Background: an optimization exercise with open tools, aiming at small area and a short achievable clock period. Do not read the settings as production practice. Where RTL was checked, it was by simulation tests only, not by an equivalence proof against the original. Power is estimated from default activity; no workload was simulated.

## SIMD
module SIMD(clk,rst,opcode,funct3,funct7,rd_data1,rd_data2,rd_data3,w_add,immed,instrc_add,wr_add,wr_data);
Size: ~82 flip-flops, ~110 I/O pins.
Settings: LEC_CHECK=0, CAP_MARGIN=20, CORE_MARGIN=2, CORE_UTILIZATION=40, SETUP_SLACK_MARGIN=4, SLEW_MARGIN=20, SYNTH_HIERARCHICAL=1, SYNTH_MINIMUM_KEEP_SIZE=0; clock period 10.6 ns.
run.sh (not shown) runs the stock make flow with config.mk's settings and CLKGATE_MAP_FILE= SYNTH_SCRIPT=/design/flow/synth_recipe.tcl, a recipe that flattens the netlist after the stock synthesis.
The baseline finished with timing, DRC and antenna clean.
Edit:
ABC_AREA = 1   (was unset)
CORE_UTILIZATION = 60   (was 40)
Clock skew falls by 0.0045 ns.
Via count rises by 25%.
Synthesized cell count rises by 36%.
Wire length rises by 5.6%.
Count of clock-buffer cells in the layout stays the same.
Cell count rises by 17%.
Combinational power rises by about 10%.
Critical path depth falls by 3.
Edit:
ABC_AREA = unset   (was 1)
CORE_UTILIZATION = 40   (was 60)
SETUP_SLACK_MARGIN = 5   (was 4)
After rerunning: First-iteration DRC count came out lower by 37%; die area came out higher by 38%; wire length hardly moves.
Edit:
CORE_UTILIZATION = 65   (was 40)
SETUP_SLACK_MARGIN = 4   (was 5)
Result: The new run ran to the end with no violations. Routed wire length went down by 10%. Final area falls by 8.8%. Clock power hardly moves.

== exp/harbor ==
SIMD, a different RTL version from the one above (not shown whole).
For scale: about 1,300 cells after synthesis, ~80 flip-flops, about 110 I/O pins.
clock: 10.6 ns
lec_check: 0
cap_margin: 20
core_margin: 2
core_utilization: 60
cts_buf_list: sky130_fd_sc_hd__clkbuf_4 sky130_fd_sc_hd__clkbuf_8
setup_slack_margin: 4
slew_margin: 20
synth_hierarchical: 1
synth_minimum_keep_size: 0
standard.sh (not shown) runs the stock make flow with config.mk's settings and CLKGATE_MAP_FILE= SYNTH_SCRIPT=/design/flow/synth_recipe.tcl, a recipe that flattens the netlist after the stock synthesis.
==> flow/flow/run.sh <==
#!/bin/bash
# The standard layout with two changes after synthesis (which is the
# standard one, unchanged): the port buffers that placement inserts start as
# buf_1 instead of the default delay buffer, and the resizer may swap a cell
# for one of another footprint.
set -e
bash standard.sh synth > synth.log 2>&1
export BUFFER_PORTS_ARGS="-buffer_cell sky130_fd_sc_hd__buf_1"
bash standard.sh MATCH_CELL_FOOTPRINT=0 finish > layout.log 2>&1
Looking at the reports, exp/harbor completed the entire flow and the layout it produced met the timing, DRC and antenna checks.
Modified inputs, exp/delta compared to exp/harbor
- CORE_UTILIZATION: 60 -> 50
- CTS_BUF_LIST: sky130_fd_sc_hd__clkbuf_4 sky130_fd_sc_hd__clkbuf_8 -> unset
Notes after the runs:
Die area deteriorates in exp/delta relative to exp/harbor. | fraction of the cycle the final worst path needs | higher: exp/delta |. The run showing the smaller share of total power in the clock network is exp/harbor. Via total after detailed routing in exp/delta is 90 below exp/harbor. Clock latency on the worst-skew pair: exp/delta vs exp/harbor down 40 ps. On via count of the first global-routing pass, the higher figure sits with exp/delta, not exp/harbor. Of exp/delta and exp/harbor, it is exp/delta that has the higher non-filler instance count after layout. Comparing exp/delta and exp/harbor, the higher register-to-register slack was measured on exp/delta. In the metrics for exp/delta and exp/harbor, the one carrying the higher total power is exp/delta. Of exp/delta and exp/harbor, exp/harbor shows the higher final worst slack, with exp/delta below it.
### exp/delta -> exp/quartz
- changing CORE_UTILIZATION from 50 to 60
## What came out
- Between exp/quartz and exp/delta, the relative contribution of the clock network to total power is lower for exp/delta.
- In exp/quartz the overall global routing resource usage turned out 5.3 points higher than in exp/delta.
- The combinational power share of exp/quartz is lower than that of exp/delta.
- Diff exp/delta -> exp/quartz: worst setup slack before clock tree synthesis shows a reduction of 430 ps, final routed wirelength across all metal layers now smaller.
- Diff exp/delta -> exp/quartz: insertion delay of the later-clocked pin in the worst-skew pair flat; maximum clock skew at final layout up 3.3 ps; overall die area down 16%.
- exp/delta consumes less power than exp/quartz.
--- input diff exp/quartz..exp/indigo ---
- swapping 4 for 4.5 in SETUP_SLACK_MARGIN
Notes after the runs:
- Summary of exp/indigo over exp/quartz: fmax picked up an extra 4.9%, worst path setup slack after routing went up 310 ps, wire length reported by the detailed router increased by 3900 um relative to the old numbers, tapcell count now sits at about the same level.
- exp/indigo consumes more power than exp/quartz does.
- The worst-case vdd ir drop in exp/quartz is 1.05 times that in exp/indigo.
- exp/quartz ended up with met4 as its uppermost layer routed; exp/indigo ended up with met5.
- Comparing setup fix buffers added after clock tree synthesis for exp/indigo and exp/quartz, the bigger number came from exp/indigo.
Here is what was changed in the inputs of exp/tundra compared with exp/indigo.
- SETUP_SLACK_MARGIN changed from 4.5 to 3.5
==> comparison <==
exp/tundra: PASS, flow complete, no timing, DRC or antenna violations. Side by side, total power density per cell area turned out higher in exp/tundra than in exp/indigo. Final net count, exp/tundra and exp/indigo: lower on exp/tundra. The final setup skew in exp/tundra sits 5.8 ps below the value recorded for exp/indigo. [exp/tundra vs exp/indigo] share of total power in combinational logic: lower in exp/tundra. exp/indigo has a higher switching fraction of total power than exp/tundra. Looking at number of search-and-repair iterations in the first detailed-routing pass, exp/tundra sits below exp/indigo. When exp/tundra is set beside exp/indigo, its fraction of met1 tracks used by global routing turns out to be 0.96 points smaller. Relative to exp/indigo, met2 usage in global routing decreased by 1.6 points in exp/tundra. The lower register share of total power came out of exp/indigo. When exp/tundra is set beside exp/indigo, its sequential share of layout area turns out to be 1.3 points larger.
[inputs] exp/fjord vs exp/tundra
- CORE_UTILIZATION now 67, was 60
- SETUP_SLACK_MARGIN now 4, was 3.5
Findings:
exp/fjord has data arrival time of the critical path below what exp/tundra had. Comparing the two runs side by side, exp/fjord comes out ahead of exp/tundra on maximum frequency. Going from exp/tundra to exp/fjord, the post-synthesis to final-layout area growth was found to have gone up by 1.3 points. Diff exp/tundra -> exp/fjord: placed wire-length estimate after detailed placement fell by 1.8%; wire length after detailed routing stayed essentially flat; share of final layout cell area taken by clock buffers and inverters rose by 0.40 points; reported leakage power rose by about 0.9%.

== the reference run ==
Another version of the RTL of SIMD (not shown whole).
Size in the first run: about 1,300 cells after synthesis, about 73 flip-flops, roughly 110 I/O pins.
export LEC_CHECK = 0
export CAP_MARGIN = 20
export CORE_MARGIN = 2
export CORE_UTILIZATION = 60
export SETUP_SLACK_MARGIN = 4
export SLEW_MARGIN = 20
export SYNTH_HIERARCHICAL = 1
export SYNTH_MINIMUM_KEEP_SIZE = 0
create_clock -name core_clock -period 10.6 [get_ports {clk}]
Scripts as last shown in full above: flow/flow/run.sh
## Diff of input files: the trial run against the reference run
Settings: CTS_BUF_LIST newly set to sky130_fd_sc_hd__clkbuf_4 sky130_fd_sc_hd__clkbuf_8.
Findings:
- Compared with the reference run, the trial run ends up with less cell area.
- Compared with the reference run, the trial run shows global router's overall resource usage lower by 0.20 points.
- Diff the reference run..the trial run | maximum frequency | negligible
- From the reference run to the trial run the numbers moved as follows: relative slew slack rose by 0.30 points; number of cell instances on the worst register-to-register path now sits at about the same level.
- Status: total number of nets in the final design parity (the trial run, the reference run)
- First-pass GRT wire length was lower in the run labelled the trial run.
- Worst hold margin was higher in the trial run than in the reference run.
- Status: met3 track demand over resource in global routing parity (the reference run, the trial run)
- The reference run has a higher total power than the trial run.

Another version of the RTL of SIMD (not shown whole).
For scale: about 1300 cells after synthesis, about 110 I/O pins, about 0.013 mm^2 of cells after synthesis.
// SIMD
module SIMD(clk,rst,opcode,funct3,funct7,rd_data1,rd_data2,rd_data3,w_add,immed,instrc_add,wr_add,wr_data);
Settings: LEC_CHECK=0, CAP_MARGIN=20, CORE_MARGIN=2, CORE_UTILIZATION=60, SETUP_SLACK_MARGIN=4, SLEW_MARGIN=20, SYNTH_HIERARCHICAL=1, SYNTH_MINIMUM_KEEP_SIZE=0; clock period 10.6 ns.
run.sh (not shown) runs the stock make flow with config.mk's settings and CLKGATE_MAP_FILE= SYNTH_SCRIPT=/design/flow/synth_recipe.tcl, a recipe that flattens the netlist after the stock synthesis.
Stock flow here: none of the scripts above is used.
The first run ran to the end with no violations.
Rerun with:
- CORE_UTILIZATION: 60 -> 75
Result:
- This time the run stopped in global routing
- synthesized cell count is unchanged
- synthesized area does not change
No functional check of the RTL was part of any run of this note.

Another version of the RTL of SIMD (not shown whole).
Size in the first run: roughly 67 flip-flops, roughly 110 I/O pins, about 0.012 mm2 of cells after synthesis.
==> flow/config.mk <==
export PLATFORM = sky130hd
export DESIGN_NAME = SIMD
export DESIGN_NICKNAME = SIMD
export VERILOG_FILES = /design/flow/design.v
export SDC_FILE = /design/flow/constraint.sdc
export NUM_CORES = 4
export LEC_CHECK = 0
export CAP_MARGIN = 20
export CORE_MARGIN = 2
export CORE_UTILIZATION = 60
export CTS_BUF_LIST = sky130_fd_sc_hd__clkbuf_8
export SETUP_SLACK_MARGIN = 4
export SLEW_MARGIN = 20
export SYNTH_HIERARCHICAL = 1
export SYNTH_MINIMUM_KEEP_SIZE = 0
==> flow/constraint.sdc <==
create_clock -name core_clock -period 10.6 [get_ports {clk}]
set_input_delay 2.1200 -clock core_clock [delete_from_list [all_inputs] [get_ports {clk}]]
set_output_delay 2.1200 -clock core_clock [all_outputs]
set_load 0.01 [all_outputs]
standard.sh (not shown) runs the stock make flow with config.mk's settings and CLKGATE_MAP_FILE= SYNTH_SCRIPT=/design/flow/synth_recipe.tcl, a recipe that flattens the netlist after the stock synthesis.
Scripts as last shown in full above: flow/flow/run.sh
The baseline finished clean.
Edit:
CORE_UTILIZATION = 55   (was 60)
Result: The new run completed with no timing, DRC or antenna violations. Via count climbs slightly. Worst hold slack got worse by 0.0049 ns. Final area climbs slightly. Synthesized cell count does not change. Routed wire length climbs by a few percent. Fmax climbs slightly. Setup slack improved by 0.074 ns. Utilization drops by 4.7 points.
Edit:
CORE_UTILIZATION = 60   (was 55)
CTS_BUF_LIST = not set   (was sky130_fd_sc_hd__clkbuf_8)
After rerunning:
- The changed run produced a clean layout
- setup slack loses 0.035 ns
- cell area rises slightly
- wire length falls by a few percent
- total power rises by a few percent
Edit:
CTS_BUF_LIST = sky130_fd_sc_hd__clkbuf_4 sky130_fd_sc_hd__clkbuf_8   (was not set)
- The changed run went through all stages and came out clean
- die area is unchanged
- synthesized cell count is unchanged
- wire length decreases by 0.42%

-- port drivers added, routing unchanged --
The flow's constraints put no driver on any port. The routed layouts listed below were extracted and timed again, unchanged, in two steps.
Step 1 sets driving cells, clkbuf_16 on the clock port and buf_2 on the other inputs (assumed; they add their load-dependent delay and slew).
Step 2 also shifts input and output timing later by t, the mid clock arrival at the registers, as if the neighbouring blocks saw the same clock.
Slacks: no drivers / after step 1 / after step 2; pairs: no drivers / after step 1.
run	t, ns	slack for setup (ns)	slew at the worst register clock pin (ns)
the first run of note 1	0.379	3.795 / 3.787 / 3.408	0.07 / 0.07
the second run of note 1	0.396	3.990 / 4.018 / 3.622	0.07 / 0.07
the third run of note 1	0.372	3.863 / 3.840 / 3.468	0.07 / 0.07
the fourth run of note 1	0.390	3.791 / 3.798 / 3.408	0.07 / 0.07
exp/harbor	0.407	4.051 / 4.070 / 3.663	0.09 / 0.09
exp/delta	0.366	3.962 / 3.976 / 3.609	0.06 / 0.06
exp/quartz	0.388	3.995 / 4.022 / 3.634	0.07 / 0.07
exp/indigo	0.385	4.303 / 4.322 / 3.938	0.07 / 0.07
exp/tundra	0.370	3.690 / 3.718 / 3.347	0.06 / 0.06
exp/fjord	0.374	3.894 / 3.913 / 3.539	0.06 / 0.06
the reference run	0.390	4.068 / 4.091 / 3.702	0.08 / 0.08
the trial run	0.399	4.060 / 4.076 / 3.677	0.11 / 0.11
the first run of note 4	0.390	3.681 / 3.680 / 3.290	0.07 / 0.07
the first run of note 5	0.413	4.046 / 4.072 / 3.658	0.10 / 0.10
the second run of note 5	0.396	4.120 / 4.143 / 3.746	0.09 / 0.09
the third run of note 5	0.391	4.085 / 4.118 / 3.727	0.07 / 0.07
the fourth run of note 5	0.413	4.046 / 4.072 / 3.658	0.10 / 0.10
After both steps every run listed still meets setup and hold. For the third run of note 1, which loses most, drivers alone change the setup slack by -0.023 ns; drivers and shift together by -0.395 ns.
